Background: an optimization exercise with open tools, aiming at small area. Do not read the settings as production practice.
Function was not checked in any run shown here: the RTL went through the layout flow alone.

==> flow/design.v <==
module cordic(angle, out1, clk);
  input signed [31:0] angle;
  input clk;
  output [15:0] out1;
  wire [15:0] a_hi = angle[31:16];
  wire [14:0] u_c = (a_hi[15] != a_hi[14]) ? {15{~a_hi[15]}} : {~a_hi[14], a_hi[13:0]};
  wire [15:0] x_1;
  wire signed [16:0] y_2;
  reg [15:0] x_1_t; reg signed [16:0] y_2_t;
  assign x_1 = x_1_t; assign y_2 = y_2_t;
  always @* case (u_c[14:9])
    6'd0: begin x_1_t = 16'd43266; y_2_t = -17'sd33652; end
    6'd1: begin x_1_t = 16'd42234; y_2_t = -17'sd32318; end
    6'd2: begin x_1_t = 16'd41245; y_2_t = -17'sd31012; end
    6'd3: begin x_1_t = 16'd40295; y_2_t = -17'sd29738; end
    6'd4: begin x_1_t = 16'd39382; y_2_t = -17'sd28487; end
    6'd5: begin x_1_t = 16'd38510; y_2_t = -17'sd27271; end
    6'd6: begin x_1_t = 16'd37677; y_2_t = -17'sd26079; end
    6'd7: begin x_1_t = 16'd36879; y_2_t = -17'sd24915; end
    6'd8: begin x_1_t = 16'd36093; y_2_t = -17'sd23733; end
    6'd9: begin x_1_t = 16'd35367; y_2_t = -17'sd22617; end
    6'd10: begin x_1_t = 16'd34678; y_2_t = -17'sd21521; end
    6'd11: begin x_1_t = 16'd34022; y_2_t = -17'sd20449; end
    6'd12: begin x_1_t = 16'd33397; y_2_t = -17'sd19390; end
    6'd13: begin x_1_t = 16'd32807; y_2_t = -17'sd18356; end
    6'd14: begin x_1_t = 16'd32250; y_2_t = -17'sd17338; end
    6'd15: begin x_1_t = 16'd31722; y_2_t = -17'sd16340; end
    6'd16: begin x_1_t = 16'd31086; y_2_t = -17'sd15065; end
    6'd17: begin x_1_t = 16'd30630; y_2_t = -17'sd14101; end
    6'd18: begin x_1_t = 16'd30205; y_2_t = -17'sd13149; end
    6'd19: begin x_1_t = 16'd29807; y_2_t = -17'sd12213; end
    6'd20: begin x_1_t = 16'd29440; y_2_t = -17'sd11282; end
    6'd21: begin x_1_t = 16'd29100; y_2_t = -17'sd10368; end
    6'd22: begin x_1_t = 16'd28791; y_2_t = -17'sd9462; end
    6'd23: begin x_1_t = 16'd28509; y_2_t = -17'sd8568; end
    6'd24: begin x_1_t = 16'd28247; y_2_t = -17'sd7648; end
    6'd25: begin x_1_t = 16'd28021; y_2_t = -17'sd6770; end
    6'd26: begin x_1_t = 16'd27824; y_2_t = -17'sd5896; end
    6'd27: begin x_1_t = 16'd27652; y_2_t = -17'sd5030; end
    6'd28: begin x_1_t = 16'd27509; y_2_t = -17'sd4163; end
    6'd29: begin x_1_t = 16'd27391; y_2_t = -17'sd3307; end
    6'd30: begin x_1_t = 16'd27302; y_2_t = -17'sd2451; end
    6'd31: begin x_1_t = 16'd27238; y_2_t = -17'sd1599; end
    6'd32: begin x_1_t = 16'd27239; y_2_t = 17'sd1599; end
    6'd33: begin x_1_t = 16'd27301; y_2_t = 17'sd2451; end
    6'd34: begin x_1_t = 16'd27392; y_2_t = 17'sd3307; end
    6'd35: begin x_1_t = 16'd27508; y_2_t = 17'sd4163; end
    6'd36: begin x_1_t = 16'd27653; y_2_t = 17'sd5030; end
    6'd37: begin x_1_t = 16'd27823; y_2_t = 17'sd5896; end
    6'd38: begin x_1_t = 16'd28022; y_2_t = 17'sd6770; end
    6'd39: begin x_1_t = 16'd28246; y_2_t = 17'sd7648; end
    6'd40: begin x_1_t = 16'd28510; y_2_t = 17'sd8568; end
    6'd41: begin x_1_t = 16'd28790; y_2_t = 17'sd9462; end
    6'd42: begin x_1_t = 16'd29101; y_2_t = 17'sd10368; end
    6'd43: begin x_1_t = 16'd29439; y_2_t = 17'sd11282; end
    6'd44: begin x_1_t = 16'd29808; y_2_t = 17'sd12213; end
    6'd45: begin x_1_t = 16'd30204; y_2_t = 17'sd13149; end
    6'd46: begin x_1_t = 16'd30631; y_2_t = 17'sd14101; end
    6'd47: begin x_1_t = 16'd31085; y_2_t = 17'sd15065; end
    6'd48: begin x_1_t = 16'd31723; y_2_t = 17'sd16340; end
    6'd49: begin x_1_t = 16'd32249; y_2_t = 17'sd17338; end
    6'd50: begin x_1_t = 16'd32808; y_2_t = 17'sd18356; end
    6'd51: begin x_1_t = 16'd33396; y_2_t = 17'sd19390; end
    6'd52: begin x_1_t = 16'd34023; y_2_t = 17'sd20449; end
    6'd53: begin x_1_t = 16'd34677; y_2_t = 17'sd21521; end
    6'd54: begin x_1_t = 16'd35368; y_2_t = 17'sd22617; end
    6'd55: begin x_1_t = 16'd36092; y_2_t = 17'sd23733; end
    6'd56: begin x_1_t = 16'd36880; y_2_t = 17'sd24915; end
    6'd57: begin x_1_t = 16'd37676; y_2_t = 17'sd26079; end
    6'd58: begin x_1_t = 16'd38511; y_2_t = 17'sd27271; end
    6'd59: begin x_1_t = 16'd39381; y_2_t = 17'sd28487; end
    6'd60: begin x_1_t = 16'd40296; y_2_t = 17'sd29738; end
    6'd61: begin x_1_t = 16'd41244; y_2_t = 17'sd31012; end
    6'd62: begin x_1_t = 16'd42235; y_2_t = 17'sd32318; end
    6'd63: begin x_1_t = 16'd43265; y_2_t = 17'sd33652; end
    default: begin x_1_t = 16'd0; y_2_t = 17'sd0; end
  endcase
  wire [8:0] u_3 = u_c[8:0];
  reg [8:0] u_r0;
  always @(posedge clk) u_r0 <= u_3;
  reg [15:0] x_r0;
  always @(posedge clk) x_r0 <= x_1;
  reg signed [16:0] y_r0;
  always @(posedge clk) y_r0 <= y_2;
  wire [15:0] x_4;
  wire signed [16:0] y_5;
  cordic_addsub_x #(16, 10, 1) a_x_4 (.a(x_r0), .b(y_r0[16:7]), .sub(~u_r0[8]), .s(x_4));
  cordic_addsub_x #(17, 9, 0) a_y_5 (.a(y_r0), .b(x_r0[15:7]), .sub(~u_r0[8]), .s(y_5));
  wire [7:0] u_6 = u_r0[7:0];
  reg [7:0] u_r1;
  always @(posedge clk) u_r1 <= u_6;
  reg [15:0] x_r1;
  always @(posedge clk) x_r1 <= x_4;
  reg signed [16:0] y_r1;
  always @(posedge clk) y_r1 <= y_5;
  wire [15:0] x_7;
  wire signed [16:0] y_8;
  cordic_addsub_x #(16, 9, 1) a_x_7 (.a(x_r1), .b(y_r1[16:8]), .sub(~u_r1[7]), .s(x_7));
  cordic_addsub_x #(17, 8, 0) a_y_8 (.a(y_r1), .b(x_r1[15:8]), .sub(~u_r1[7]), .s(y_8));
  wire [6:0] u_9 = u_r1[6:0];
  reg [6:0] u_r2;
  always @(posedge clk) u_r2 <= u_9;
  reg [15:0] x_r2;
  always @(posedge clk) x_r2 <= x_7;
  reg signed [16:0] y_r2;
  always @(posedge clk) y_r2 <= y_8;
  wire [15:0] x_10;
  wire signed [16:0] y_11;
  cordic_addsub_x #(16, 8, 1) a_x_10 (.a(x_r2), .b(y_r2[16:9]), .sub(~u_r2[6]), .s(x_10));
  cordic_addsub_x #(17, 7, 0) a_y_11 (.a(y_r2), .b(x_r2[15:9]), .sub(~u_r2[6]), .s(y_11));
  wire [5:0] u_12 = u_r2[5:0];
  reg [5:0] u_r3;
  always @(posedge clk) u_r3 <= u_12;
  reg [15:0] x_r3;
  always @(posedge clk) x_r3 <= x_10;
  reg signed [16:0] y_r3;
  always @(posedge clk) y_r3 <= y_11;
  wire [15:0] x_13;
  wire signed [16:0] y_14;
  cordic_addsub_x #(16, 7, 1) a_x_13 (.a(x_r3), .b(y_r3[16:10]), .sub(~u_r3[5]), .s(x_13));
  cordic_addsub_x #(17, 6, 0) a_y_14 (.a(y_r3), .b(x_r3[15:10]), .sub(~u_r3[5]), .s(y_14));
  wire [4:0] u_15 = u_r3[4:0];
  reg [4:0] u_r4;
  always @(posedge clk) u_r4 <= u_15;
  reg [15:0] x_r4;
  always @(posedge clk) x_r4 <= x_13;
  reg signed [16:0] y_r4;
  always @(posedge clk) y_r4 <= y_14;
  wire [15:0] x_16;
  wire signed [16:0] y_17;
  cordic_addsub_x #(16, 6, 1) a_x_16 (.a(x_r4), .b(y_r4[16:11]), .sub(~u_r4[4]), .s(x_16));
  cordic_addsub_x #(17, 5, 0) a_y_17 (.a(y_r4), .b(x_r4[15:11]), .sub(~u_r4[4]), .s(y_17));
  wire [3:0] u_18 = u_r4[3:0];
  reg [3:0] u_r5;
  always @(posedge clk) u_r5 <= u_18;
  reg [15:0] x_r5;
  always @(posedge clk) x_r5 <= x_16;
  reg signed [16:0] y_r5;
  always @(posedge clk) y_r5 <= y_17;
  wire [15:0] x_19;
  wire signed [16:0] y_20;
  cordic_addsub_x #(16, 5, 1) a_x_19 (.a(x_r5), .b(y_r5[16:12]), .sub(~u_r5[3]), .s(x_19));
  cordic_addsub_x #(17, 4, 0) a_y_20 (.a(y_r5), .b(x_r5[15:12]), .sub(~u_r5[3]), .s(y_20));
  wire [2:0] u_21 = u_r5[2:0];
  reg [2:0] u_r6;
  always @(posedge clk) u_r6 <= u_21;
  reg [15:0] x_r6;
  always @(posedge clk) x_r6 <= x_19;
  reg signed [16:0] y_r6;
  always @(posedge clk) y_r6 <= y_20;
  wire [15:0] x_22;
  wire signed [16:0] y_23;
  cordic_addsub_x #(16, 4, 1) a_x_22 (.a(x_r6), .b(y_r6[16:13]), .sub(~u_r6[2]), .s(x_22));
  cordic_addsub_x #(17, 3, 0) a_y_23 (.a(y_r6), .b(x_r6[15:13]), .sub(~u_r6[2]), .s(y_23));
  wire [1:0] u_24 = u_r6[1:0];
  reg [1:0] u_r7;
  always @(posedge clk) u_r7 <= u_24;
  reg [15:0] x_r7;
  always @(posedge clk) x_r7 <= x_22;
  reg signed [16:0] y_r7;
  always @(posedge clk) y_r7 <= y_23;
  wire [15:0] x_25;
  wire signed [16:0] y_26;
  cordic_addsub_x #(16, 3, 1) a_x_25 (.a(x_r7), .b(y_r7[16:14]), .sub(~u_r7[1]), .s(x_25));
  cordic_addsub_x #(17, 2, 0) a_y_26 (.a(y_r7), .b(x_r7[15:14]), .sub(~u_r7[1]), .s(y_26));
  wire [0:0] u_27 = u_r7[0:0];
  wire [15:0] x_28;
  wire signed [16:0] y_29;
  cordic_addsub_x #(16, 2, 1) a_x_28 (.a(x_25), .b(y_26[16:15]), .sub(~u_27[0]), .s(x_28));
  cordic_addsub_x #(17, 1, 0) a_y_29 (.a(y_26), .b(x_25[15:15]), .sub(~u_27[0]), .s(y_29));
  reg [15:0] x_r8;
  always @(posedge clk) x_r8 <= x_28;
  reg signed [16:0] y_r8;
  always @(posedge clk) y_r8 <= y_29;
  wire [0:0] sb_30 = ~y_r8[16];
  wire [15:0] op_31 = x_r8[15:0] ^ {16{sb_30}};
  wire [12:0] ql_32;
  wire [0:0] c_33;
  cordic_add #(13) a_ql_32 (.a(y_r8[12:0]), .b(op_31[12:0]), .ci(sb_30), .s(ql_32), .co(c_33));
  wire [2:0] qh_34 = y_r8[15:13];
  wire [0:0] oh_35 = sb_30;
  reg [15:0] x_r9;
  always @(posedge clk) x_r9 <= x_r8;
  reg [2:0] qh_r9;
  always @(posedge clk) qh_r9 <= qh_34;
  reg [0:0] oh_r9;
  always @(posedge clk) oh_r9 <= oh_35;
  reg [12:0] ql_r9;
  always @(posedge clk) ql_r9 <= ql_32;
  reg [0:0] cc_r9;
  always @(posedge clk) cc_r9 <= c_33;
  wire [15:0] op_36 = x_r9[15:0] ^ {16{oh_r9}};
  wire [2:0] qh_37;
  cordic_add #(3) a_qh_37 (.a(qh_r9), .b(op_36[15:13]), .ci(cc_r9), .s(qh_37), .co());
  wire [15:0] q_38 = {qh_37, ql_r9};
  wire [14:0] x_39 = x_r9[15:1];
  wire [0:0] sb_40 = ~q_38[15];
  wire [14:0] op_41 = x_39[14:0] ^ {15{sb_40}};
  wire [9:0] ql_42;
  wire [0:0] c_43;
  cordic_add #(10) a_ql_42 (.a(q_38[9:0]), .b(op_41[9:0]), .ci(sb_40), .s(ql_42), .co(c_43));
  wire [4:0] qh_44 = q_38[14:10];
  wire [0:0] oh_45 = sb_40;
  reg [14:0] x_r10;
  always @(posedge clk) x_r10 <= x_39;
  reg [0:0] bits_r10;
  always @(posedge clk) bits_r10 <= sb_40;
  reg [4:0] qh_r10;
  always @(posedge clk) qh_r10 <= qh_44;
  reg [0:0] oh_r10;
  always @(posedge clk) oh_r10 <= oh_45;
  reg [9:0] ql_r10;
  always @(posedge clk) ql_r10 <= ql_42;
  reg [0:0] cc_r10;
  always @(posedge clk) cc_r10 <= c_43;
  wire [14:0] op_46 = x_r10[14:0] ^ {15{oh_r10}};
  wire [4:0] qh_47;
  cordic_add #(5) a_qh_47 (.a(qh_r10), .b(op_46[14:10]), .ci(cc_r10), .s(qh_47), .co());
  wire [14:0] q_48 = {qh_47, ql_r10};
  wire [13:0] x_49 = x_r10[14:1];
  wire [0:0] sb_50 = ~q_48[14];
  wire [1:0] bits_51 = {bits_r10, sb_50};
  wire [13:0] op_52 = x_49[13:0] ^ {14{sb_50}};
  wire [7:0] ql_53;
  wire [0:0] c_54;
  cordic_add #(8) a_ql_53 (.a(q_48[7:0]), .b(op_52[7:0]), .ci(sb_50), .s(ql_53), .co(c_54));
  wire [5:0] qh_55 = q_48[13:8];
  wire [0:0] oh_56 = sb_50;
  reg [13:0] x_r11;
  always @(posedge clk) x_r11 <= x_49;
  reg [1:0] bits_r11;
  always @(posedge clk) bits_r11 <= bits_51;
  reg [5:0] qh_r11;
  always @(posedge clk) qh_r11 <= qh_55;
  reg [0:0] oh_r11;
  always @(posedge clk) oh_r11 <= oh_56;
  reg [7:0] ql_r11;
  always @(posedge clk) ql_r11 <= ql_53;
  reg [0:0] cc_r11;
  always @(posedge clk) cc_r11 <= c_54;
  wire [13:0] op_57 = x_r11[13:0] ^ {14{oh_r11}};
  wire [5:0] qh_58;
  cordic_add #(6) a_qh_58 (.a(qh_r11), .b(op_57[13:8]), .ci(cc_r11), .s(qh_58), .co());
  wire [13:0] q_59 = {qh_58, ql_r11};
  wire [12:0] x_60 = x_r11[13:1];
  wire [0:0] sb_61 = ~q_59[13];
  wire [2:0] bits_62 = {bits_r11, sb_61};
  wire [13:0] op_63 = {1'b0, x_60[12:0]} ^ {14{sb_61}};
  wire [6:0] ql_64;
  wire [0:0] c_65;
  cordic_add #(7) a_ql_64 (.a(q_59[6:0]), .b(op_63[6:0]), .ci(sb_61), .s(ql_64), .co(c_65));
  wire [6:0] qh_66 = q_59[13:7];
  wire [0:0] oh_67 = sb_61;
  reg [12:0] x_r12;
  always @(posedge clk) x_r12 <= x_60;
  reg [2:0] bits_r12;
  always @(posedge clk) bits_r12 <= bits_62;
  reg [6:0] qh_r12;
  always @(posedge clk) qh_r12 <= qh_66;
  reg [0:0] oh_r12;
  always @(posedge clk) oh_r12 <= oh_67;
  reg [6:0] ql_r12;
  always @(posedge clk) ql_r12 <= ql_64;
  reg [0:0] cc_r12;
  always @(posedge clk) cc_r12 <= c_65;
  wire [13:0] op_68 = {1'b0, x_r12[12:0]} ^ {14{oh_r12}};
  wire [6:0] qh_69;
  cordic_add #(7) a_qh_69 (.a(qh_r12), .b(op_68[13:7]), .ci(cc_r12), .s(qh_69), .co());
  wire [13:0] q_70 = {qh_69, ql_r12};
  wire [11:0] x_71 = x_r12[12:1];
  wire [0:0] sb_72 = ~q_70[13];
  wire [3:0] bits_73 = {bits_r12, sb_72};
  wire [12:0] op_74 = {1'b0, x_71[11:0]} ^ {13{sb_72}};
  wire [5:0] ql_75;
  wire [0:0] c_76;
  cordic_add #(6) a_ql_75 (.a(q_70[5:0]), .b(op_74[5:0]), .ci(sb_72), .s(ql_75), .co(c_76));
  wire [6:0] qh_77 = q_70[12:6];
  wire [0:0] oh_78 = sb_72;
  reg [11:0] x_r13;
  always @(posedge clk) x_r13 <= x_71;
  reg [3:0] bits_r13;
  always @(posedge clk) bits_r13 <= bits_73;
  reg [6:0] qh_r13;
  always @(posedge clk) qh_r13 <= qh_77;
  reg [0:0] oh_r13;
  always @(posedge clk) oh_r13 <= oh_78;
  reg [5:0] ql_r13;
  always @(posedge clk) ql_r13 <= ql_75;
  reg [0:0] cc_r13;
  always @(posedge clk) cc_r13 <= c_76;
  wire [12:0] op_79 = {1'b0, x_r13[11:0]} ^ {13{oh_r13}};
  wire [6:0] qh_80;
  cordic_add #(7) a_qh_80 (.a(qh_r13), .b(op_79[12:6]), .ci(cc_r13), .s(qh_80), .co());
  wire [12:0] q_81 = {qh_80, ql_r13};
  wire [10:0] x_82 = x_r13[11:1];
  wire [0:0] sb_83 = ~q_81[12];
  wire [4:0] bits_84 = {bits_r13, sb_83};
  wire [11:0] op_85 = {1'b0, x_82[10:0]} ^ {12{sb_83}};
  wire [5:0] ql_86;
  wire [0:0] c_87;
  cordic_add #(6) a_ql_86 (.a(q_81[5:0]), .b(op_85[5:0]), .ci(sb_83), .s(ql_86), .co(c_87));
  wire [5:0] qh_88 = q_81[11:6];
  wire [0:0] oh_89 = sb_83;
  reg [10:0] x_r14;
  always @(posedge clk) x_r14 <= x_82;
  reg [4:0] bits_r14;
  always @(posedge clk) bits_r14 <= bits_84;
  reg [5:0] qh_r14;
  always @(posedge clk) qh_r14 <= qh_88;
  reg [0:0] oh_r14;
  always @(posedge clk) oh_r14 <= oh_89;
  reg [5:0] ql_r14;
  always @(posedge clk) ql_r14 <= ql_86;
  reg [0:0] cc_r14;
  always @(posedge clk) cc_r14 <= c_87;
  wire [11:0] op_90 = {1'b0, x_r14[10:0]} ^ {12{oh_r14}};
  wire [5:0] qh_91;
  cordic_add #(6) a_qh_91 (.a(qh_r14), .b(op_90[11:6]), .ci(cc_r14), .s(qh_91), .co());
  wire [11:0] q_92 = {qh_91, ql_r14};
  wire [9:0] x_93 = x_r14[10:1];
  wire [0:0] sb_94 = ~q_92[11];
  wire [5:0] bits_95 = {bits_r14, sb_94};
  wire [10:0] op_96 = {1'b0, x_93[9:0]} ^ {11{sb_94}};
  wire [6:0] ql_97;
  wire [0:0] c_98;
  cordic_add #(7) a_ql_97 (.a(q_92[6:0]), .b(op_96[6:0]), .ci(sb_94), .s(ql_97), .co(c_98));
  wire [3:0] qh_99 = q_92[10:7];
  wire [0:0] oh_100 = sb_94;
  reg [9:0] x_r15;
  always @(posedge clk) x_r15 <= x_93;
  reg [5:0] bits_r15;
  always @(posedge clk) bits_r15 <= bits_95;
  reg [3:0] qh_r15;
  always @(posedge clk) qh_r15 <= qh_99;
  reg [0:0] oh_r15;
  always @(posedge clk) oh_r15 <= oh_100;
  reg [6:0] ql_r15;
  always @(posedge clk) ql_r15 <= ql_97;
  reg [0:0] cc_r15;
  always @(posedge clk) cc_r15 <= c_98;
  wire [10:0] op_101 = {1'b0, x_r15[9:0]} ^ {11{oh_r15}};
  wire [3:0] qh_102;
  cordic_add #(4) a_qh_102 (.a(qh_r15), .b(op_101[10:7]), .ci(cc_r15), .s(qh_102), .co());
  wire [10:0] q_103 = {qh_102, ql_r15};
  wire [8:0] x_104 = x_r15[9:1];
  wire [0:0] sb_105 = ~q_103[10];
  wire [6:0] bits_106 = {bits_r15, sb_105};
  wire [9:0] op_107 = {1'b0, x_104[8:0]} ^ {10{sb_105}};
  wire [9:0] ql_108;
  wire [0:0] c_109;
  cordic_add #(10) a_ql_108 (.a(q_103[9:0]), .b(op_107[9:0]), .ci(sb_105), .s(ql_108), .co(c_109));
  wire [7:0] x_110 = x_104[8:1];
  reg [7:0] x_r16;
  always @(posedge clk) x_r16 <= x_110;
  reg [6:0] bits_r16;
  always @(posedge clk) bits_r16 <= bits_106;
  reg [9:0] q_r16;
  always @(posedge clk) q_r16 <= ql_108;
  wire [0:0] sb_111 = ~q_r16[9];
  wire [7:0] bits_112 = {bits_r16, sb_111};
  wire [8:0] op_113 = {1'b0, x_r16[7:0]} ^ {9{sb_111}};
  wire [8:0] ql_114;
  wire [0:0] c_115;
  cordic_add #(9) a_ql_114 (.a(q_r16[8:0]), .b(op_113[8:0]), .ci(sb_111), .s(ql_114), .co(c_115));
  wire [6:0] x_116 = x_r16[7:1];
  wire [0:0] sb_117 = ~ql_114[8];
  wire [8:0] bits_118 = {bits_112, sb_117};
  wire [7:0] op_119 = {1'b0, x_116[6:0]} ^ {8{sb_117}};
  wire [3:0] ql_120;
  wire [0:0] c_121;
  cordic_add #(4) a_ql_120 (.a(ql_114[3:0]), .b(op_119[3:0]), .ci(sb_117), .s(ql_120), .co(c_121));
  wire [3:0] qh_122 = ql_114[7:4];
  wire [0:0] oh_123 = sb_117;
  reg [6:0] x_r17;
  always @(posedge clk) x_r17 <= x_116;
  reg [8:0] bits_r17;
  always @(posedge clk) bits_r17 <= bits_118;
  reg [3:0] qh_r17;
  always @(posedge clk) qh_r17 <= qh_122;
  reg [0:0] oh_r17;
  always @(posedge clk) oh_r17 <= oh_123;
  reg [3:0] ql_r17;
  always @(posedge clk) ql_r17 <= ql_120;
  reg [0:0] cc_r17;
  always @(posedge clk) cc_r17 <= c_121;
  wire [7:0] op_124 = {1'b0, x_r17[6:0]} ^ {8{oh_r17}};
  wire [3:0] qh_125;
  cordic_add #(4) a_qh_125 (.a(qh_r17), .b(op_124[7:4]), .ci(cc_r17), .s(qh_125), .co());
  wire [7:0] q_126 = {qh_125, ql_r17};
  wire [5:0] x_127 = x_r17[6:1];
  wire [0:0] sb_128 = ~q_126[7];
  wire [9:0] bits_129 = {bits_r17, sb_128};
  wire [6:0] op_130 = {1'b0, x_127[5:0]} ^ {7{sb_128}};
  wire [6:0] ql_131;
  wire [0:0] c_132;
  cordic_add #(7) a_ql_131 (.a(q_126[6:0]), .b(op_130[6:0]), .ci(sb_128), .s(ql_131), .co(c_132));
  wire [4:0] x_133 = x_127[5:1];
  reg [4:0] x_r18;
  always @(posedge clk) x_r18 <= x_133;
  reg [9:0] bits_r18;
  always @(posedge clk) bits_r18 <= bits_129;
  reg [6:0] q_r18;
  always @(posedge clk) q_r18 <= ql_131;
  wire [0:0] sb_134 = ~q_r18[6];
  wire [10:0] bits_135 = {bits_r18, sb_134};
  wire [5:0] op_136 = {1'b0, x_r18[4:0]} ^ {6{sb_134}};
  wire [5:0] ql_137;
  wire [0:0] c_138;
  cordic_add #(6) a_ql_137 (.a(q_r18[5:0]), .b(op_136[5:0]), .ci(sb_134), .s(ql_137), .co(c_138));
  wire [3:0] x_139 = x_r18[4:1];
  wire [0:0] sb_140 = ~ql_137[5];
  wire [11:0] bits_141 = {bits_135, sb_140};
  wire [4:0] op_142 = {1'b0, x_139[3:0]} ^ {5{sb_140}};
  wire [4:0] ql_143;
  wire [0:0] c_144;
  cordic_add #(5) a_ql_143 (.a(ql_137[4:0]), .b(op_142[4:0]), .ci(sb_140), .s(ql_143), .co(c_144));
  wire [2:0] x_145 = x_139[3:1];
  wire [0:0] sb_146 = ~ql_143[4];
  wire [12:0] bits_147 = {bits_141, sb_146};
  reg [12:0] bits_r19;
  always @(posedge clk) bits_r19 <= bits_147;
  reg [12:0] bits_r20;
  always @(posedge clk) bits_r20 <= bits_r19;
  reg [12:0] bits_r21;
  always @(posedge clk) bits_r21 <= bits_r20;
  reg [12:0] bits_r22;
  always @(posedge clk) bits_r22 <= bits_r21;
  reg [12:0] bits_r23;
  always @(posedge clk) bits_r23 <= bits_r22;
  reg [12:0] bits_r24;
  always @(posedge clk) bits_r24 <= bits_r23;
  reg [12:0] bits_r25;
  always @(posedge clk) bits_r25 <= bits_r24;
  reg [12:0] bits_r26;
  always @(posedge clk) bits_r26 <= bits_r25;
  reg [12:0] bits_r27;
  always @(posedge clk) bits_r27 <= bits_r26;
  reg [12:0] bits_r28;
  always @(posedge clk) bits_r28 <= bits_r27;
  reg [12:0] bits_r29;
  always @(posedge clk) bits_r29 <= bits_r28;
  assign out1 = {bits_r29, 3'b100};
endmodule
module cordic_add #(parameter W = 8) (a, b, ci, s, co);
  input [W-1:0] a;
  input [W-1:0] b;
  input ci;
  output [W-1:0] s;
  output co;
  wire [W:0] c;
  assign c[0] = ci;
  genvar i;
  generate
    for (i = 0; i < W; i = i + 1) begin : bit_
      assign s[i] = a[i] ^ b[i] ^ c[i];
      assign c[i+1] = (a[i] & b[i]) | (c[i] & (a[i] ^ b[i]));
    end
  endgenerate
  assign co = c[W];
endmodule
module cordic_addsub_x #(parameter W = 16, parameter N = 8, parameter SX = 1) (a, b, sub, s);
  input [W-1:0] a;
  input [N-1:0] b;
  input sub;
  output [W-1:0] s;
  wire [N:0] c;
  wire [N-1:0] bx = b ^ {N{sub}};
  assign c[0] = sub;
  genvar i;
  generate
    for (i = 0; i < N; i = i + 1) begin : lo_
      wire [N-1:0] b = bx;
      assign s[i] = a[i] ^ b[i] ^ c[i];
      assign c[i+1] = (a[i] & b[i]) | (c[i] & (a[i] ^ b[i]));
    end
    if (W > N) begin : hi_
      wire e = (SX ? b[N-1] : 1'b0) ^ sub;
      wire inc = ~e & c[N];
      wire dec = e & ~c[N];
      wire [W:N] p1;
      wire [W:N] p0;
      assign p1[N] = 1'b1;
      assign p0[N] = 1'b1;
      for (i = N; i < W; i = i + 1) begin : hb_
        assign p1[i+1] = p1[i] & a[i];
        assign p0[i+1] = p0[i] & ~a[i];
        assign s[i] = a[i] ^ ((inc & p1[i]) | (dec & p0[i]));
      end
    end
  endgenerate
endmodule
==> flow/run.sh <==
#!/bin/bash
# synth_recipe.tcl (not shown) runs the flow's synth.tcl, then flattens the netlist and writes it again
# the make line also repeats each setting of config.mk as NAME=value (left out here)
make -C /OpenROAD-flow-scripts/flow DESIGN_CONFIG=/design/flow/config.mk WORK_HOME=/design/flow/orfs CLKGATE_MAP_FILE= SYNTH_SCRIPT=/design/flow/synth_recipe.tcl finish
==> flow/config.mk <==
export PLATFORM = sky130hd
export DESIGN_NAME = cordic
export DESIGN_NICKNAME = cordic
export VERILOG_FILES = /design/flow/design.v
export SDC_FILE = /design/flow/constraint.sdc
export NUM_CORES = 4
export LEC_CHECK = 0
export CAP_MARGIN = 20
export CORE_MARGIN = 2
export CORE_UTILIZATION = 40
export SLEW_MARGIN = 20
==> flow/constraint.sdc <==
create_clock -name core_clock -period 5.5 [get_ports {clk}]
set_input_delay 1.1000 -clock core_clock [delete_from_list [all_inputs] [get_ports {clk}]]
set_output_delay 1.1000 -clock core_clock [all_outputs]
set_load 0.01 [all_outputs]
==> results.json, run 1 <==
{
  "status": "finished clean",
  "r2r-start": "bits_r15[0]",
  "routed_wl_um": 62300,
  "synth_flop_cell": "dfxtp_1",
  "worst_r2r_endpoint": "q_r16[8]",
  "grt_pass1_vias": 20000,
  "use_met2_pct": 26.7,
  "instances_no_fill": 4131,
  "crit_path_end": "q_r16[8]",
  "final_common_cell": "dfxtp_1",
  "drt_iter0_drc": 875,
  "syn_inst": 2926,
  "fin_tns_setup_ns": 0,
  "timing.hold.ws_ns": 0.314,
  "synthTopCellsByArea": "dfxtp_1 49%, fa_1 12%, xnor2_1 6.7%, xor2_1 6.0%, inv_1 4.9%",
  "synth_top_cell_by_area": "dfxtp_1",
  "rsz0062_at_grt": "true",
  "dr_total_vias": 19100,
  "cpMaxStageDelayCell": "fa_2",
  "die_area_mm2": 0.0803,
  "layout-drive-gt1-share_pct": 12.5,
  "rows": 102,
  "grt_max_degree": 50,
  "cts_tree": "built",
  "clock_path_buffers": 3,
  "die_height_um": 283,
  "final.period_utilization_pct": 96.3,
  "async_flop_share_pct": 0,
  "clkSinkCount": 763,
  "yosys_warnings": 1,
  "cp.depth": 16,
  "critPathMaxFanout": 3,
  "setup_viol": 0,
  "crit_family": "adder cells",
  "tightest_slew_ns": 0.939,
  "worstPathCellList": "xor2_1 -> fa_2 -> fa_2 -> fa_2 -> xor2_4 -> xnor2_4 -> xnor2_2 -> fa_2 -> fa_2 -> fa_2 -> fa_2 -> fa_2 -> fa_1 -> inv_1 -> fa_1 -> fa_2",
  "io-pin-count": 49,
  "cp_common_cell": "fa_2",
  "cts_root_buffer": "clkbuf_16",
  "reg2reg_slack_ns": 0.20,
  "port_buffers": 29,
  "critical_path_buf_inv_count": 1,
  "yosysSeqAreaShare_pct": 49.0,
  "place.gp.congestion": 0.859,
  "drv_cap": 0,
  "detail-route-antenna-nets": 0,
  "ys_ff_latch": 763,
  "h-tree-depth": 3,
  "criticalPathCategory": "register to register",
  "mostFrequentLayoutCells": "755 x dfxtp_1, 404 x inv_1, 220 x xnor2_1",
  "first_pass_iters": 5,
  "dp_cells": 3975,
  "start_util_pct": 40.3,
  "cts_buffers": 78,
  "busiest_layer": "met2",
  "ys_types": 91,
  "clk_pin_slew_worst_paths_ns": 0.06,
  "hold_viol": 0,
  "grt_pass1_wl_um": 103000,
  "area_growth_pct": 16.9,
  "max_stage_delay_ns": 0.44,
  "antenna_found_initial": 1,
  "skew_ns": 0.0297,
  "overflow": 0,
  "clkLatencyLatePin_ns": 0.62,
  "multi_input_area_mm2": 0.0145,
  "netlist.area_leader.share_pct": 49.0,
  "crit_arrival_ns": 5.79,
  "reg2regPathDepth": 16,
  "via_per_inst": 4.62,
  "synth_edf_count": 0,
  "coreArea_mm2": 0.0773,
  "dpl.hpwl_um": 46500,
  "holdBufCountCts": 0,
  "crit_start": "bits_r15[0]",
  "layout_min_cycle_time_ns": 5.30,
  "slew_headroom_pct": 37.4,
  "dieWidth_um": 283,
  "wl_per_cell_um": 15.1,
  "report.final.slew_viol_count": 0,
  "drcViolationCount": 0,
  "grt_usage_pct": 15.9,
  "syn_area_per_cell_um2": 10.7,
  "cp-start-kind": "register",
  "use_met3_pct": 2.64,
  "hp-class": "register to register",
  "fill_cells": 7134,
  "grtUsageMet1_pct": 20.3,
  "final_nets": 3307,
  "synthesis.area_mm2": 0.0312,
  "fmax_mhz": 189,
  "seq_area_mm2": 0.0153,
  "cp-end-kind": "register",
  "timing.critical_path.required_ns": 5.99
}
-- layer usage --
metal | vias up | wire length [um]
met5 | - | 0
met4 | 0 | 2070
met3 | 128 | 2320
met2 | 319 | 29600
met1 | 9159 | 28300
li1 | 9464 | -
-- logic make-up (layout without fill, tap and decap cells) --
family | count (synthesis) | after routing | share of synthesized area, %
flops | 763 | 763 | 49.0
simple gates | 543 | 543 | 8.76
buf+inv | 529 | 692 | 6.44
xor+xnor | 453 | 453 | 12.7
compound gates | 352 | 352 | 7.27
fa+ha+maj | 248 | 248 | 14.6
mux | 36 | 36 | 1.25
other cells | 2 | 4 | 0.0241
-- state kept, by name, indices dropped and copies added (netlist names), 17 cells and up --
name,count
y_r4,17
y_r7,17
y_r3,17
y_r0,17
y_r8,17
y_r1,17
y_r5,17
y_r2,17
y_r6,17
-- what timing repair did --
action                     4_1_cts  5_1_grt
pin swaps                        6       40
setup endpoints to repair       12       28
resized for setup               13       69
gates cloned                     0        0
buffers inserted                 0       12
-- metrics by stage --
step                cell area (um2)  worst slack [ns]  util (%)
floorplan                     31500           0.00314         -
global placement              33400            -0.266      43.1
detailed placement            33400            -0.227      43.1
CTS                           36100           -0.0204      46.7
global route                  36500           -0.0256      47.2
finish                        36500             0.203      47.2
-- worst min path at each step --
stage | from | to | cells after the start
2_1_floorplan | bits_r11[1] | bits_r12[2] | 0
3_3_place_gp | u_r1[4] | u_r2[4] | 0
3_5_place_dp | bits_r21[12] | bits_r22[12] | 0
4_1_cts | bits_r20[1] | bits_r21[1] | 0
5_1_grt | bits_r21[6] | bits_r22[6] | 0
6_report | bits_r28[2] | bits_r29[2] | 0
-- worst reg2reg max path, stage by stage, from the launching register on --
cell     delay, ns
dfxtp_2       0.32
xor2_1        0.20
fa_2          0.40
fa_2          0.37
fa_2          0.40
xor2_4        0.19
xnor2_4       0.16
xnor2_2       0.15
fa_2          0.40
fa_2          0.38
fa_2          0.38
fa_2          0.38
fa_2          0.38
fa_1          0.39
inv_1         0.08
fa_1          0.18
fa_2          0.44
-- area by class of cell --
cell class / instances / share of cell area (%)
Timing Repair Buffer: 138 / 3.14
Multi-Input combinational cell: 1635 / 39.8
Sequential cell: 763 / 41.9
Clock inverter: 36 / 1.52
Antenna cell: 1 / 0.00686
Tap cell: 1040 / 3.57
Clock buffer: 107 / 5.87
Inverter: 411 / 4.23
-- Yosys cell counts (7+ instances only) --
cell,number
a211oi_1,12
a21oi_1,109
a221oi_1,9
a31oi_1,30
and3_1,26
and4_1,12
buf_1,16
clkbuf_1,94
dfxtp_1,763
fa_1,192
ha_1,55
inv_1,409
mux2i_1,30
nand2_1,135
nand2b_1,30
nand3_1,41
nand3b_1,8
nand4_1,13
nor2_1,135
nor2b_1,18
nor3_1,49
nor3b_1,10
nor4_1,12
o211ai_1,8
o21a_1,10
o21ai_0,86
o221ai_1,9
o22ai_1,10
o31ai_1,7
or3_1,19
or4_1,9
xnor2_1,239
xor2_1,213
==> run 2: changes to the inputs <==
--- a/flow/config.mk
+++ b/flow/config.mk
@@ -9,3 +9,6 @@
 export CORE_MARGIN = 2
 export CORE_UTILIZATION = 40
+export CTS_BUF_LIST = sky130_fd_sc_hd__clkbuf_8
+export CTS_CLUSTER_DIAMETER = 60
+export CTS_CLUSTER_SIZE = 20
 export SLEW_MARGIN = 20
==> run 2 against run 1 <==
Effect of this change:
- cell count down 1.5%
- non-clock buffer count decreased by 1
- final area shrank 4.5%
- count of clock-buffer cells in the layout shrank 51
- synthesized cell count stayed put
- sequential share of layout area up 2.0 points
- critical path depth increased by 6
- maximum frequency shrank 0.70%
- critical path type unchanged
==> results.json, run 2 <==
{
  "hp-class": "register to register",
  "timing.critical_path.required_ns": 6.08,
  "clock_path_buffers": 3,
  "routed_wl_um": 61300,
  "fmax_mhz": 187,
  "criticalPathCategory": "register to register",
  "grt_pass1_vias": 19600,
  "rows": 102,
  "layout-drive-gt1-share_pct": 11.1,
  "grt_usage_pct": 15.5,
  "grt_pass1_wl_um": 102000,
  "synth_edf_count": 0,
  "tightest_slew_ns": 0.894,
  "yosysSeqAreaShare_pct": 49.0,
  "critPathMaxFanout": 5,
  "cts_tree": "built",
  "layout_min_cycle_time_ns": 5.33,
  "via_per_inst": 4.64,
  "syn_area_per_cell_um2": 10.7,
  "place.gp.congestion": 0.859,
  "netlist.area_leader.share_pct": 49.0,
  "start_util_pct": 40.3,
  "io-pin-count": 49,
  "yosys_warnings": 1,
  "area_growth_pct": 11.6,
  "synthTopCellsByArea": "dfxtp_1 49%, fa_1 12%, xnor2_1 6.7%, xor2_1 6.0%, inv_1 4.9%",
  "synthTopCellsByCount": "763 x dfxtp_1, 409 x inv_1, 239 x xnor2_1, 213 x xor2_1, 192 x fa_1",
  "die_area_mm2": 0.0803,
  "fill_cells": 7302,
  "report.final.slew_viol_count": 0,
  "slew_headroom_pct": 40.4,
  "rsz0062_at_grt": "true",
  "wl_per_cell_um": 15.1,
  "first_pass_iters": 7,
  "clk_pin_slew_worst_paths_ns": 0.11,
  "die_height_um": 283,
  "synth_top_cell_by_area": "dfxtp_1",
  "port_buffers": 29,
  "h-tree-depth": 2,
  "crit_arrival_ns": 5.91,
  "final_nets": 3280,
  "mostFrequentLayoutCells": "750 x dfxtp_1, 411 x inv_1, 220 x xnor2_1",
  "status": "finished clean",
  "skew_ns": 0.0535,
  "final.period_utilization_pct": 97.0,
  "overflow": 0,
  "ys_ff_latch": 763,
  "cts_buffers": 52,
  "clkSinkCount": 763,
  "holdBufCountCts": 0,
  "detail-route-antenna-nets": 0,
  "drv_cap": 0,
  "coreArea_mm2": 0.0773,
  "final_common_cell": "dfxtp_1",
  "ys_types": 91,
  "setup_viol": 0,
  "cp-start-kind": "register",
  "drt_iter0_drc": 925,
  "dr_total_vias": 18900,
  "clkLatencyLatePin_ns": 0.70,
  "antenna_found_initial": 2,
  "dpl.hpwl_um": 46500,
  "syn_inst": 2926,
  "hold_viol": 0,
  "cts_root_buffer": "clkbuf_8",
  "placed_area_mm2": 0.0334,
  "cp-end-kind": "register",
  "dieWidth_um": 283,
  "synthesis.area_mm2": 0.0312,
  "synth.most_common_cell": "dfxtp_1",
  "grt_max_degree": 50,
  "drcViolationCount": 0,
  "async_flop_share_pct": 0,
  "fin_area_mm2": 0.0348,
  "synth_flop_cell": "dfxtp_1"
}
-- run 2: area by class of cell --
| cell class | instances | area, um2 | area share, % |
|---|---|---|---|
| Tap cell | 1040 | 1300 | 3.74 |
| Clock inverter | 26 | 305 | 0.877 |
| Timing Repair Buffer | 137 | 1140 | 3.27 |
| Sequential cell | 763 | 15300 | 43.9 |
| Inverter | 411 | 1540 | 4.43 |
| Antenna cell | 2 | 5.00 | 0.0144 |
| Clock buffer | 56 | 771 | 2.21 |
| Multi-Input combinational cell | 1635 | 14500 | 41.5 |
-- run 2: worst paths after layout --
| check | cells after the start | to | from | slack (ns) |
|---|---|---|---|---|
| worst max-delay path | 22 | y_r8[14] | u_r7[1] | 0.17 |
| worst min-delay path | 0 | bits_r27[11] | bits_r26[11] | 0.29 |
| worst min register to register | 0 | bits_r27[11] | bits_r26[11] | 0.29 |
| worst max register to register | 22 | y_r8[14] | u_r7[1] | 0.17 |
-- run 2: per-layer routing --
layer	part of all wire [%]	up-vias	track usage, %
met4	3.3	0	5.54
met1	46	9096	20.3
li1	-	9368	-
met2	47	296	26.0
met5	0	-	0
met3	3.8	112	2.42
-- run 2: through the flow --
stage	worst slack [ns]	hold WS, ns	setup TNS [ns]	utilization, %	std cells
global route	-0.0690	0.295	-0.241	45.0	4069
floorplan	0.00314	0.310	0	-	2927
global placement	-0.266	0.310	-0.617	43.1	3975
detailed placement	-0.227	0.312	-0.962	43.1	3975
finish	0.165	0.294	0	45.0	4070
CTS	-0.0324	0.289	-0.0324	44.6	4057
-- run 2: kinds of logic after synthesis --
family,count (synthesis),synth area share [%]
buf+inv,529,6.44
other cells,2,0.0241
flops,763,49.0
compound gates,352,7.27
fa+ha+maj,248,14.6
simple gates,543,8.76
xor+xnor,453,12.7
mux,36,1.25
-- run 2: timing repair --
item	CTS	global route
pin swaps	8	39
setup endpoints to repair	11	26
buffers inserted	0	11
resized for setup	13	65
-- run 2: critical path, cell delays in order, from the launching register on --
cell       delay, ns
dfxtp_2         0.34
inv_1           0.05
mux2_4          0.28
fa_2            0.35
inv_2           0.06
fa_2            0.22
ha_4            0.16
or4b_4          0.48
or4_4           0.44
nand2b_4        0.17
nor3_4          0.13
a31oi_2         0.07
xnor2_2         0.34
a21o_1          0.18
ha_2            0.17
or3b_4          0.40
a211oi_4        0.19
o2111ai_2       0.17
or2_1           0.28
buf_4           0.15
or2_1           0.25
mux2i_1         0.20
xor2_1          0.19

separate check: timing with driven ports:
In the flow no input, the clock included, has a driving cell. The finished layouts below were timed again as built, in two steps.
Step 1: set_driving_cell puts a clkbuf_16 on clk and a buf_2 on each other input, an assumption about the parent block.
Step 2 times the ports against the registers' clock, not the clock port: input delays grow and output delays shrink by t, the midpoint of the rising clock arrivals with the driver on.
Three values: no drivers, after step 1, after step 2; two values: the first two.
run	t, ns	setup slack, ns	latest minus earliest clock arrival (ns)	worst slew at a driven data input, ns
run 1	0.674	0.203 / 0.203 / 0.203	0.032 / 0.033	0.04
run 2	0.736	0.165 / 0.165 / 0.165	0.062 / 0.063	0.04
After both steps setup and hold are still met in every run listed.
